Source: an optimization exercise on an open RTL-to-GDS flow (aim: small area and a short achievable clock period). Production flows keep margins and buffers that such runs may drop.
Only simulation tests tie the RTL to the original design; equivalence was not proved.
Power is estimated from default activity; no workload was simulated.

## flow/design.v (module list and top-level ports; edited modules follow where they fit)
// module movavg: 2324 lines
module movavg(
    input logic clk,
    input logic reset,
    input logic [63:0] din,
    output logic [63:0] dout
);
  // ...
==> flow/flow/run.sh <==
#!/bin/bash
set -euo pipefail
export BUFFER_PORTS_ARGS="-buffer_cell sky130_fd_sc_hd__buf_2"
export SYNTH_ARGS="-noabc"
bash standard.sh > standard_make.log 2>&1
==> flow/standard.sh <==
#!/bin/bash
# synth_recipe.tcl (not shown) runs the flow's synth.tcl, then flattens the netlist and writes it again
# the make line also repeats each setting of config.mk as NAME=value (left out here)
make -C /OpenROAD-flow-scripts/flow DESIGN_CONFIG=/design/flow/config.mk WORK_HOME=/design/flow/orfs CLKGATE_MAP_FILE= SYNTH_SCRIPT=/design/flow/synth_recipe.tcl "${@:-finish}"
==> flow/config.mk <==
export PLATFORM = sky130hd
export DESIGN_NAME = movavg
export DESIGN_NICKNAME = movavg
export VERILOG_FILES = /design/flow/design.v
export SDC_FILE = /design/flow/constraint.sdc
export NUM_CORES = 4
export LEC_CHECK = 0
export CAP_MARGIN = 20
export CORE_MARGIN = 2
export CORE_UTILIZATION = 65
export CTS_BUF_LIST = sky130_fd_sc_hd__clkbuf_4 sky130_fd_sc_hd__clkbuf_8
export PLACE_DENSITY = 0.75
export SETUP_SLACK_MARGIN = 1.5
export SLEW_MARGIN = 20
==> flow/constraint.sdc <==
create_clock -name core_clock -period 7.5 [get_ports {clk}]
set_input_delay 1.5000 -clock core_clock [delete_from_list [all_inputs] [get_ports {clk}]]
set_output_delay 1.5000 -clock core_clock [all_outputs]
set_load 0.01 [all_outputs]
==> metrics.cfg, run 1 <==
[routing]
routed_wl_um = 23400
wl_met2_um = 11300
met3_length_um = 857
maxUsedRoutingLayer = met4

[yosys]
yosysMostFrequentCell = dfxtp_1
synth_top_family_by_area = adder cells
yosysTopAreaCell = dfxtp_1
ys_top_cells_by_count = dfxtp_1 (192), nor2b_1 (146), ha_1 (124), nor2_1 (91), fa_1 (74)
synthCells = 1186
yosys_register_bits = 192
synthesis.area_um2 = 11900

[global_routing]
antenna_found_initial = 1
use_met3_pct = 4.04

[power_and_ir_drop]
p_leak_nw = 6.03
pg_comb_w = 0.00136

[final_layout]
inv_count = 19
design_area_um2 = 13100
largest_cell_class = multi-input gates
top_regs = r (64), t1 (64), t2 (64)
clockBufferCount = 20

[setup_path]
cp-startpoint = din[15]
cp_max_fo = 4
rr_startpoint = t1[19]
r2r-end = r[63]

[sta]
finClkSkew_ps = 29.3
setup_violations = 0
whs_ps = 468

[floorplanning]
rows = 49
die_w_um = 139
ioPinCount = 130

[run_status]
outcome = finished clean

[clock_tree]
clockBufferDepth = 2
post_cts_buffers = 5
postCtsHoldBufs = 0
clock-sinks = 192

[placement]
pre_cts_slack_ps = 1230
dpl.hpwl_um = 17700

==> inputs of run 2 (changes only) <==
==> flow/flow/run.sh (replaced) <==
#!/bin/bash
set -euo pipefail
export BUFFER_PORTS_ARGS="-buffer_cell sky130_fd_sc_hd__buf_2"
bash standard.sh > standard_make.log 2>&1
--- a/flow/config.mk
+++ b/flow/config.mk
@@ -7,8 +7,6 @@
 export LEC_CHECK = 0
 export CAP_MARGIN = 20
 export CORE_MARGIN = 2
-export CORE_UTILIZATION = 65
-export CTS_BUF_LIST = sky130_fd_sc_hd__clkbuf_4 sky130_fd_sc_hd__clkbuf_8
-export PLACE_DENSITY = 0.75
+export CORE_UTILIZATION = 40
 export SETUP_SLACK_MARGIN = 1.5
 export SLEW_MARGIN = 20
==> metrics.cfg, run 2 <==
[run_status]
outcome = finished clean  ; unchanged

[yosys]
synth.distinct_cells = 70  ; was 64
synth_ff_type = dfxtp_1  ; unchanged
synth_nets = 1594  ; was 1450
synth_warnings = 1  ; unchanged
syn_area_per_cell_um2 = 9.30  ; was 10.0 um2
yosysMostFrequentCell = dfxtp_1  ; unchanged
synth_top_area_share_pct = 31.1  ; was 32.4%
synth-edff-count = 0  ; unchanged
synthesis.area_um2 = 12400  ; was 11900 um2
ys_async_sr_fraction_pct = 0  ; unchanged
yosysSeqAreaShare_pct = 31.1  ; was 32.4%
yosysTopAreaCell = dfxtp_1  ; unchanged
yosys_register_bits = 192  ; unchanged
ys_top_cells_by_count = dfxtp_1 (192), nor2_1 (133), inv_1 (127), ha_1 (124), nor2b_1 (110)  ; was dfxtp_1 (192), nor2b_1 (146), ha_1 (124), nor2_1 (91), fa_1 (74)
ys_top_cells_by_area = dfxtp_1 (31%), ha_1 (13%), fa_1 (12%), nor2b_1 (5.6%), nor2_1 (4.0%)  ; was dfxtp_1 (32%), ha_1 (13%), fa_1 (12%), nor2b_1 (7.7%), xnor2_1 (4.4%)
synthCells = 1330  ; was 1186

[setup_path]
r2r_cells = 11  ; was 12
arrival_ps = 4370  ; was 4450 ps
cp_max_fo = 4  ; unchanged
endpoint_kind = output pin  ; unchanged
criticalPathCategory = in -> out  ; unchanged
crit_path_start_kind = primary input  ; unchanged
critPathRequiredTime_ps = 6000  ; about the same

[placement]
placed_area_um2 = 13000  ; was 12300 um2
dpl.hpwl_um = 20100  ; was 17700 um
port_buffers = 129  ; unchanged
place.gp.congestion = 0.804  ; was 0.853

[final_layout]
nets = 1660  ; was 1525
final_layout_size_suffix_gt1_share_pct = 15.5  ; was 16.9%
design_area_um2 = 13700  ; was 13100 um2
layout_common_cells = dfxtp_1 (192), nor2_1 (133), buf_2 (128), inv_1 (127), ha_1 (123)  ; was dfxtp_1 (192), nor2b_1 (146), buf_2 (117), ha_1 (112), nor2_1 (91)
final_common_cell = dfxtp_1  ; unchanged
nFillCells = 2967  ; was 1337
top_regs = r (64), t1 (64), t2 (64)  ; unchanged
regArea_um2 = 3840  ; unchanged
area_growth_pct = 10.8  ; was 10.3%
multi_input_area_um2 = 7630  ; about the same

[power_and_ir_drop]
intPower_w = 0.00216  ; was 0.00212 W
power_w = 0.00342  ; was 0.00329 W
power_density_nw_per_um2 = 249  ; was 251 nW/um2
p_seq_share_pct = 34.1  ; was 35.7%
switchingPower_w = 0.00125  ; was 0.00117 W
swShare_pct = 36.7  ; was 35.5%
p_comb_share_pct = 40.5  ; was 41.3%
pwr-share-clk_pct = 25.4  ; was 23.1%
ir_worst_vdd_v = 0.000151  ; was 0.000161 V
p_leak_nw = 6.43  ; was 6.03 nW

[global_routing]
grt_max_degree = 134  ; was 124
grt_overflow = 0  ; unchanged
grt_pass1_vias = 8805  ; was 8279
grt_util_all_layers_pct = 16.2  ; was 24.3%
grt_pass1_wl_um = 43100  ; was 38700 um
antenna_found_initial = 4  ; was 1

[clock_tree]
htree_levels = 4  ; unchanged
clock-sinks = 192  ; unchanged
cts_buffers = 17  ; unchanged
cts_tree = yes  ; unchanged
clkLatencyLatePin_ps = 450  ; was 470 ps
clockBufferDepth = 2  ; unchanged
clk_pin_slew_ps = 70  ; was 110 ps
cts-root-buf = clkbuf_16  ; was clkbuf_8

[sta]
timing.final.crit_period_ps = 5870  ; was 5950 ps
drv_slew = 0  ; unchanged
rsz0062_at_grt = yes  ; unchanged
maxSlewHeadroom_pct = 32.0  ; was 38.1%
tns_ps = 0  ; unchanged
max_freq_mhz = 170  ; was 168 MHz
tightestPinTransition_ps = 1020  ; was 929 ps
setup_violations = 0  ; unchanged
hold_viol_final = 0  ; unchanged
period_share_pct = 78.3  ; was 79.3%
finClkSkew_ps = 15.2  ; was 29.3 ps

[routing]
vias = 8855  ; was 8397
routed_wl_um = 25500  ; was 23400 um
dr.pass1.iters = 4  ; was 6
dr.first_iter.drc_count = 376  ; was 414
wl_per_cell_um = 14.1  ; was 15.6 um
vias_per_cell = 4.89  ; was 5.58
ant_nets = 0  ; unchanged
drt_drc_violations_left = 0  ; unchanged

[floorplanning]
start_util_pct = 40.5  ; was 66.1%
rows = 64  ; was 49
ioPinCount = 130  ; unchanged
dieArea_um2 = 32300  ; was 19400 um2
dieHeight_um = 180  ; was 139 um
design.core.area_um2 = 30500  ; was 18000 um2
die_w_um = 180  ; was 139 um

[hold_path]
min_path_type = reg -> reg  ; unchanged
hold_path_depth = 2  ; was 1

[job]
maxCapViolations = 0  ; unchanged

## run 2: layer usage
layer | global-route usage [%] | vias to the layer above | routed length (um) | part of all wire [%]
met1 | 21.4 | 4150 | 12300 | 48
met4 | 4.23 | 0 | 362 | 1.4
met5 | 0 | - | 0 | 0
met3 | 3.50 | 22 | 1060 | 4.1
li1 | - | 4535 | - | -
met2 | 27.0 | 148 | 11800 | 46
## run 2: metrics by stage
stage | instances | setup slack [ps] | hold WS (ps) | utilization [%]
6_report | 1809 | 1630 | 464 | 44.9
5_1_grt | 1807 | 1440 | 479 | 44.9
4_1_cts | 1803 | 1490 | 467 | 44.5
3_5_place_dp | 1769 | 1190 | 459 | 42.5
3_3_place_gp | 1769 | 1240 | 453 | 42.5
2_1_floorplan | 1330 | 1920 | 448 | -
## run 2: final cells by class
type,count,share of cell area (%)
clock buffer,18,3.13
clock inverter,14,0.876
tap,396,3.61
multi-input combinational,922,55.7
timing repair buffer,135,5.08
inverter,128,3.51
antenna,4,0.0730
sequential,192,28.0
## run 2: kinds of logic after synthesis
| group | share of synthesized area, % |
|---|---|
| simple gates | 15.7 |
| buf+inv | 8.50 |
| fa+ha+maj | 24.5 |
| flops | 31.1 |
| xor+xnor | 6.16 |
| mux | 0.931 |
| compound gates | 13.1 |
## run 2: path summary, 6_finish.rpt
check,startpoint,to,slack (ps)
worst max-delay path,din[14],dout[46],1630
worst min-delay path,t1[23],t2[23],460
worst max register to register,t1[22],r[39],3690
worst min register to register,t1[23],t2[23],460
## run 2: power by group through the flow
stage | clock [W] | combinational, W | sequential (W)
final | 0.000869 | 0.00138 | 0.00116
after global routing | 0.000938 | 0.00156 | 0.00118
after CTS | 0.000898 | 0.00137 | 0.00117
after detailed placement | 0 | 0.00134 | 0.00119
after global placement | 0 | 0.00133 | 0.00119
after floorplan | 0 | 0.00117 | 0.00118
## run 2: repair_timing
item | 4_1_cts | 5_1_grt
setup endpoints to repair | 13 | 21
hold buffers | 0 | 0
pin swaps | 2 | 4
gates resized for setup | 9 | 21
setup buffers | 2 | 2
## run 2: critical path: stages
cell and delay (ps):
buf_2 130, ha_1 340, o21ai_0 270, o22ai_2 140
nor4_4 450, buf_4 190, a21oi_2 80, a21o_4 260
a31oi_4 260, o21bai_4 120, a311oi_1 320, xnor2_1 150
buf_2 140

==> what the ideal ports hide <==
No port has a modelled driver above. Below, the same layouts with a new extraction and two added sets of constraints. Step 1 sets driving cells, clkbuf_16 on the clock port and buf_2 on the other inputs (assumed; they add their load-dependent delay and slew). Step 2, shift: input delay + t, output delay - t, t = (earliest + latest rising clock arrival at the registers) / 2. This alone moves slack from input paths to output paths. a / b / c = ideal ports / drivers / drivers and shift; a / b = the first two.
| run | t, ns | setup WS [ns] | hold WS [ns] | worst setup path after step 2 | cell pins on the clock port's net |
|---|---|---|---|---|---|
| run 1 | 0.492 | 1.555 / 1.522 / 1.522 | 0.468 / 0.468 / 0.468 | input to output | 1 |
| run 2 | 0.484 | 1.631 / 1.597 / 1.597 | 0.464 / 0.464 / 0.464 | input to output | 1 |
After both steps every run listed still meets setup and hold. For run 2, which loses most, drivers alone change the setup slack by -0.034 ns; drivers and shift together by -0.034 ns.
